From an optimization exercise on the open Yosys and OpenROAD flow, aimed at small area, a short achievable clock period and few clock cycles; shortcuts taken in it are not production practice. At most, simulation tests tie the RTL to the original design; equivalence was not proved.

==> run a <==
## cpu
module cpu (
  output [15:0] imem_addr,
  input  [15:0] imem_rdata,
  output [15:0] dmem_addr,
  input  [15:0] dmem_rdata,
  output [15:0] dmem_wdata,
  output        dmem_write,
  input         start,
  input         stop,
  input         CLK,
  input         RSTN
  );
  reg  [15:0] pc;         
  reg         run;        
  reg  [15:0] ir;         
  reg         rv;         
  reg  [15:0] tgt;        
  reg         ir_pred;    
  reg         use_tgt;    
  reg  [15:0] ra, rb;     
  reg         e_st;       
  reg         e_wen;      
  reg         e_mlt;      
  reg         e_ml2;      
  reg  [15:0] mq;         
  reg         e_ld, e_sgt;
  reg  [2:0]  e_dst;
  reg  [127:0] rf;        
  reg  [7:0]  zf;         
  reg         e_add;      
  wire [1:0] op = ir[15:14];
  wire [2:0] fd = ir[13:11];
  wire [2:0] fs = ir[10:8];
  wire [2:0] ft = ir[7:5];
  wire [4:0] fn = ir[4:0];
  wire [15:0] imm = {{8{ir[7]}}, ir[7:0]};
  wire op0   = (op == 2'b00);
  wire d_st  = op0 & (fd == 3'b000) & (fn == 5'b00000);
  wire d_ld  = op0 & (ft == 3'b000) & (fn == 5'b00001);
  wire d_add = op0 & (fn == 5'b00010);
  wire d_sgt = op0 & (fn == 5'b00100);
  wire d_mlt = op0 & (fn == 5'b00101);
  wire d_li  = (op == 2'b01) & (fs == 3'b000);
  wire d_b   = (op == 2'b10) & (fd == 3'b000) & (fs == 3'b000);
  wire d_bnz = (op == 2'b10) & (fd == 3'b001);
  ...
Settings: LEC_CHECK=0, CAP_MARGIN=20, CORE_MARGIN=2, CORE_UTILIZATION=40, CTS_BUF_LIST=sky130_fd_sc_hd__clkbuf_4 sky130_fd_sc_hd__clkbuf_8, PLACE_DENSITY=0.6, SETUP_SLACK_MARGIN=5, SLEW_MARGIN=20, TNS_END_PERCENT=0; clock period 8.0 ns.
standard.sh (not shown) runs the stock make flow with config.mk's settings and CLKGATE_MAP_FILE= SYNTH_SCRIPT=/design/flow/synth_recipe.tcl, a recipe that flattens the netlist after the stock synthesis.
==> flow/flow/run.sh <==
#!/bin/bash
# The standard layout (standard.sh), except that the port buffers are
# plain buf_1 cells rather than the delay buffers buffer_ports picks itself.
set -euo pipefail
export BUFFER_PORTS_ARGS="-buffer_cell sky130_fd_sc_hd__buf_1"
bash standard.sh > standard.log 2>&1
==> run b (differences from run a) <==
--- a/flow/design.v
+++ b/flow/design.v
@@ -12,13 +12,10 @@
   );
   reg  [15:0] pc;         
   reg         run;        
   reg  [15:0] ir;         
   reg         rv;         
-  reg  [15:0] tgt;        
-  reg         ir_pred;    
-  reg         use_tgt;    
   reg  [15:0] ra, rb;     
   reg         e_st;       
   reg         e_wen;      
   reg         e_mlt;      
   reg         e_ml2;      
@@ -277,41 +274,33 @@
   wire [15:0] rb_d = ({16{e_mlt}} & m1_c) | ({16{e_ml2}} & m2_c) |
                      ({16{sb_f}} & res) | ({16{sb_r}} & rf_t) | ({16{sb_i}} & imm);
   wire hazard = (d_bnz | d_bz) & e_wen & e_ld & (e_dst == fs);
   wire issue  = rv & run & ~busy & ~hazard;
   wire fetch  = ~rv | issue;
-  wire tk1 = d_b | d_bz;
-  wire tk0 = d_b | d_bnz;
-  wire rd1 = issue & (ir_pred ? ~tk1 : tk1);
-  wire rd0 = issue & (ir_pred ? ~tk0 : tk0);
-  wire [15:0] fa     = use_tgt ? tgt : pc;
-  wire [15:0] iw     = imem_rdata;
-  wire        i_pred = (iw[15:14] == 2'b10) & ((iw[13:8] == 6'b000000) |
-                       (iw[7] & ((iw[13:11] == 3'b001) | (iw[13:11] == 3'b010))));
-  wire [8:0]  lo_i   = {1'b0, fa[7:0]} + 9'd1;
-  wire [8:0]  lo_t   = {1'b0, fa[7:0]} + {1'b0, iw[7:0]} + 9'd1;
-  wire [7:0]  hi_inc = fa[15:8] + 8'd1;
-  wire [7:0]  hi_dec = fa[15:8] - 8'd1;
-  wire [15:0] fa_inc = {lo_i[8] ? hi_inc : fa[15:8], lo_i[7:0]};
-  wire [15:0] i_tgt  = {(lo_t[8] & ~iw[7]) ? hi_inc :
-                        (~lo_t[8] & iw[7]) ? hi_dec : fa[15:8], lo_t[7:0]};
-  wire [15:0] raddr = ir_pred ? pc : tgt;
-  wire [15:0] pc_n  = fetch ? fa_inc : pc;
-  wire [15:0] pc_z1 = rd1 ? raddr : pc_n;
-  wire [15:0] pc_z0 = rd0 ? raddr : pc_n;
-  wire        rv_z1 = ~rd1 & (rv | fetch);
-  wire        rv_z0 = ~rd0 & (rv | fetch);
+  wire tk1 = issue & (d_b | d_bz);
+  wire tk0 = issue & (d_b | d_bnz);
+  wire [8:0]  lo_t   = {1'b0, pc[7:0]} + {1'b0, ir[7:0]};
+  wire [8:0]  lo_i   = {1'b0, pc[7:0]} + 9'd1;
+  wire [7:0]  hi_inc = pc[15:8] + 8'd1;
+  wire [7:0]  hi_dec = pc[15:8] - 8'd1;
+  wire [15:0] pc_inc = {lo_i[8] ? hi_inc : pc[15:8], lo_i[7:0]};
+  wire [15:0] target = {(lo_t[8] & ~ir[7]) ? hi_inc :
+                        (~lo_t[8] & ir[7]) ? hi_dec : pc[15:8], lo_t[7:0]};
+  wire [15:0] pc_n  = fetch ? pc_inc : pc;
+  wire [15:0] pc_z1 = tk1 ? target : pc_n;
+  wire [15:0] pc_z0 = tk0 ? target : pc_n;
+  wire        rv_z1 = ~tk1 & (rv | fetch);
+  wire        rv_z0 = ~tk0 & (rv | fetch);
   wire [15:0] pc_r  = zf[fs] ? pc_z1 : pc_z0;
   wire        rv_r  = zf[fs] ? rv_z1 : rv_z0;
   wire [15:0] pc_d  = ~fwd_s ? pc_r : z_ex ? pc_z1 : pc_z0;
   wire        rv_d  = ~fwd_s ? rv_r : z_ex ? rv_z1 : rv_z0;
   always @(posedge CLK or negedge RSTN) begin
     if (!RSTN) begin
       pc    <= 16'h0000;
       run   <= 1'b0;
       rv    <= 1'b0;
-      use_tgt <= 1'b0;
       e_st  <= 1'b0;
       e_wen <= 1'b0;
       e_mlt <= 1'b0;
       e_ml2 <= 1'b0;
       zf    <= 8'hff;
@@ -320,26 +309,22 @@
         run <= 1'b1;
       else if (stop)
         run <= 1'b0;
       pc <= pc_d;
       rv <= rv_d;
-      use_tgt <= rv_d & (fetch ? i_pred : ir_pred);
       e_st  <= issue & d_st;
       e_wen <= (issue & (d_ld | d_add | d_sgt | d_li)) | e_ml2;
       e_mlt <= issue & d_mlt;
       e_ml2 <= e_mlt;
       if (e_wen) begin
         zf[e_dst]   <= e_ld ? (dmem_rdata == 16'h0000) : z_ex;
       end
     end
   end
   always @(posedge CLK) begin
-    if (fetch) begin
-      ir      <= iw;
-      ir_pred <= i_pred;
-      tgt     <= i_tgt;
-    end
+    if (fetch)
+      ir <= imem_rdata;
     ra <= ra_d;
     rb <= rb_d;
     mq <= {ra[7:0], rb[15:8]};
     if (busy) begin
       e_ld  <= 1'b0;
@@ -359,10 +344,10 @@
         if (e_wen && e_dst == i)
           rf[16*i +: 16] <= res;
       end
     end
   endgenerate
-  assign imem_addr  = fa;
+  assign imem_addr  = pc;
   assign dmem_addr  = ra;
   assign dmem_wdata = rb;
   assign dmem_write = e_st;
 endmodule
==> flow/run.sh (new file) <==
#!/bin/bash
# synth_recipe.tcl (not shown) runs the flow's synth.tcl, then flattens the netlist and writes it again
# the make line also repeats each setting of config.mk as NAME=value (left out here)
make -C /OpenROAD-flow-scripts/flow DESIGN_CONFIG=/design/flow/config.mk WORK_HOME=/design/flow/orfs CLKGATE_MAP_FILE= SYNTH_SCRIPT=/design/flow/synth_recipe.tcl finish
Settings changed: CTS_BUF_LIST sky130_fd_sc_hd__clkbuf_4 sky130_fd_sc_hd__clkbuf_8 to unset, SETUP_SLACK_MARGIN 5 to 4.6.
removed: flow/flow/run.sh
removed: flow/standard.sh
==> run summary <==
status=timing/DRC/antenna clean; Max Fanout on Critical Path=5; #FFs+latches synth=228; WP data arrival=4080 ps; M1 WL=18900 um; multi-input gates=868; sequential-to-total area share from yosys stat=41.2%; detail-routed via count per cell=5.72; synth unique cells=74; Die W=198 um
The numbers above come from run b.

==> run summary <==
status=timing/DRC/antenna clean; sequential-to-total area share from yosys stat=41.4%; WP data arrival=3850 ps; Max Fanout on Critical Path=4; synth unique cells=78; multi-input gates=940; detail-routed via count per cell=5.72; M1 WL=19600 um
The numbers above come from run a.

Testbench counts of run b, summed over its fixed seeds: cycles 33,795.
Only the layout flow was run in run a; the RTL was not checked for function there.

==> port drivers added, routing unchanged <==
No port has a modelled driver above. Below, the same layouts with a new extraction and two added sets of constraints.
Step 1: set_driving_cell puts a clkbuf_16 on CLK and a buf_2 on each other input, an assumption about the parent block.
Step 2 adds t to the input delays and takes it off the output delays; t is the mean of the earliest and latest rising clock arrival at the registers after step 1. Input paths then give back, and output paths get back, about the clock's delay inside the block.
a / b / c = ideal / step 1 / step 2; a / b = the first two.
run | t (ns) | setup WS [ns] | slew at the worst register clock pin (ns) | worst data-port slew with drivers (ns) | pins driven straight from the clock port
run a | 0.612 | 4.476 / 4.484 / 3.872 | 0.06 / 0.06 | 0.05 | 1
run b | 0.590 | 4.362 / 4.390 / 3.800 | 0.07 / 0.07 | 0.08 | 1
After both steps every run listed still meets setup and hold. The setup slack of run a, which loses most, moves by +0.008 ns with the drivers and by -0.604 ns with both steps.
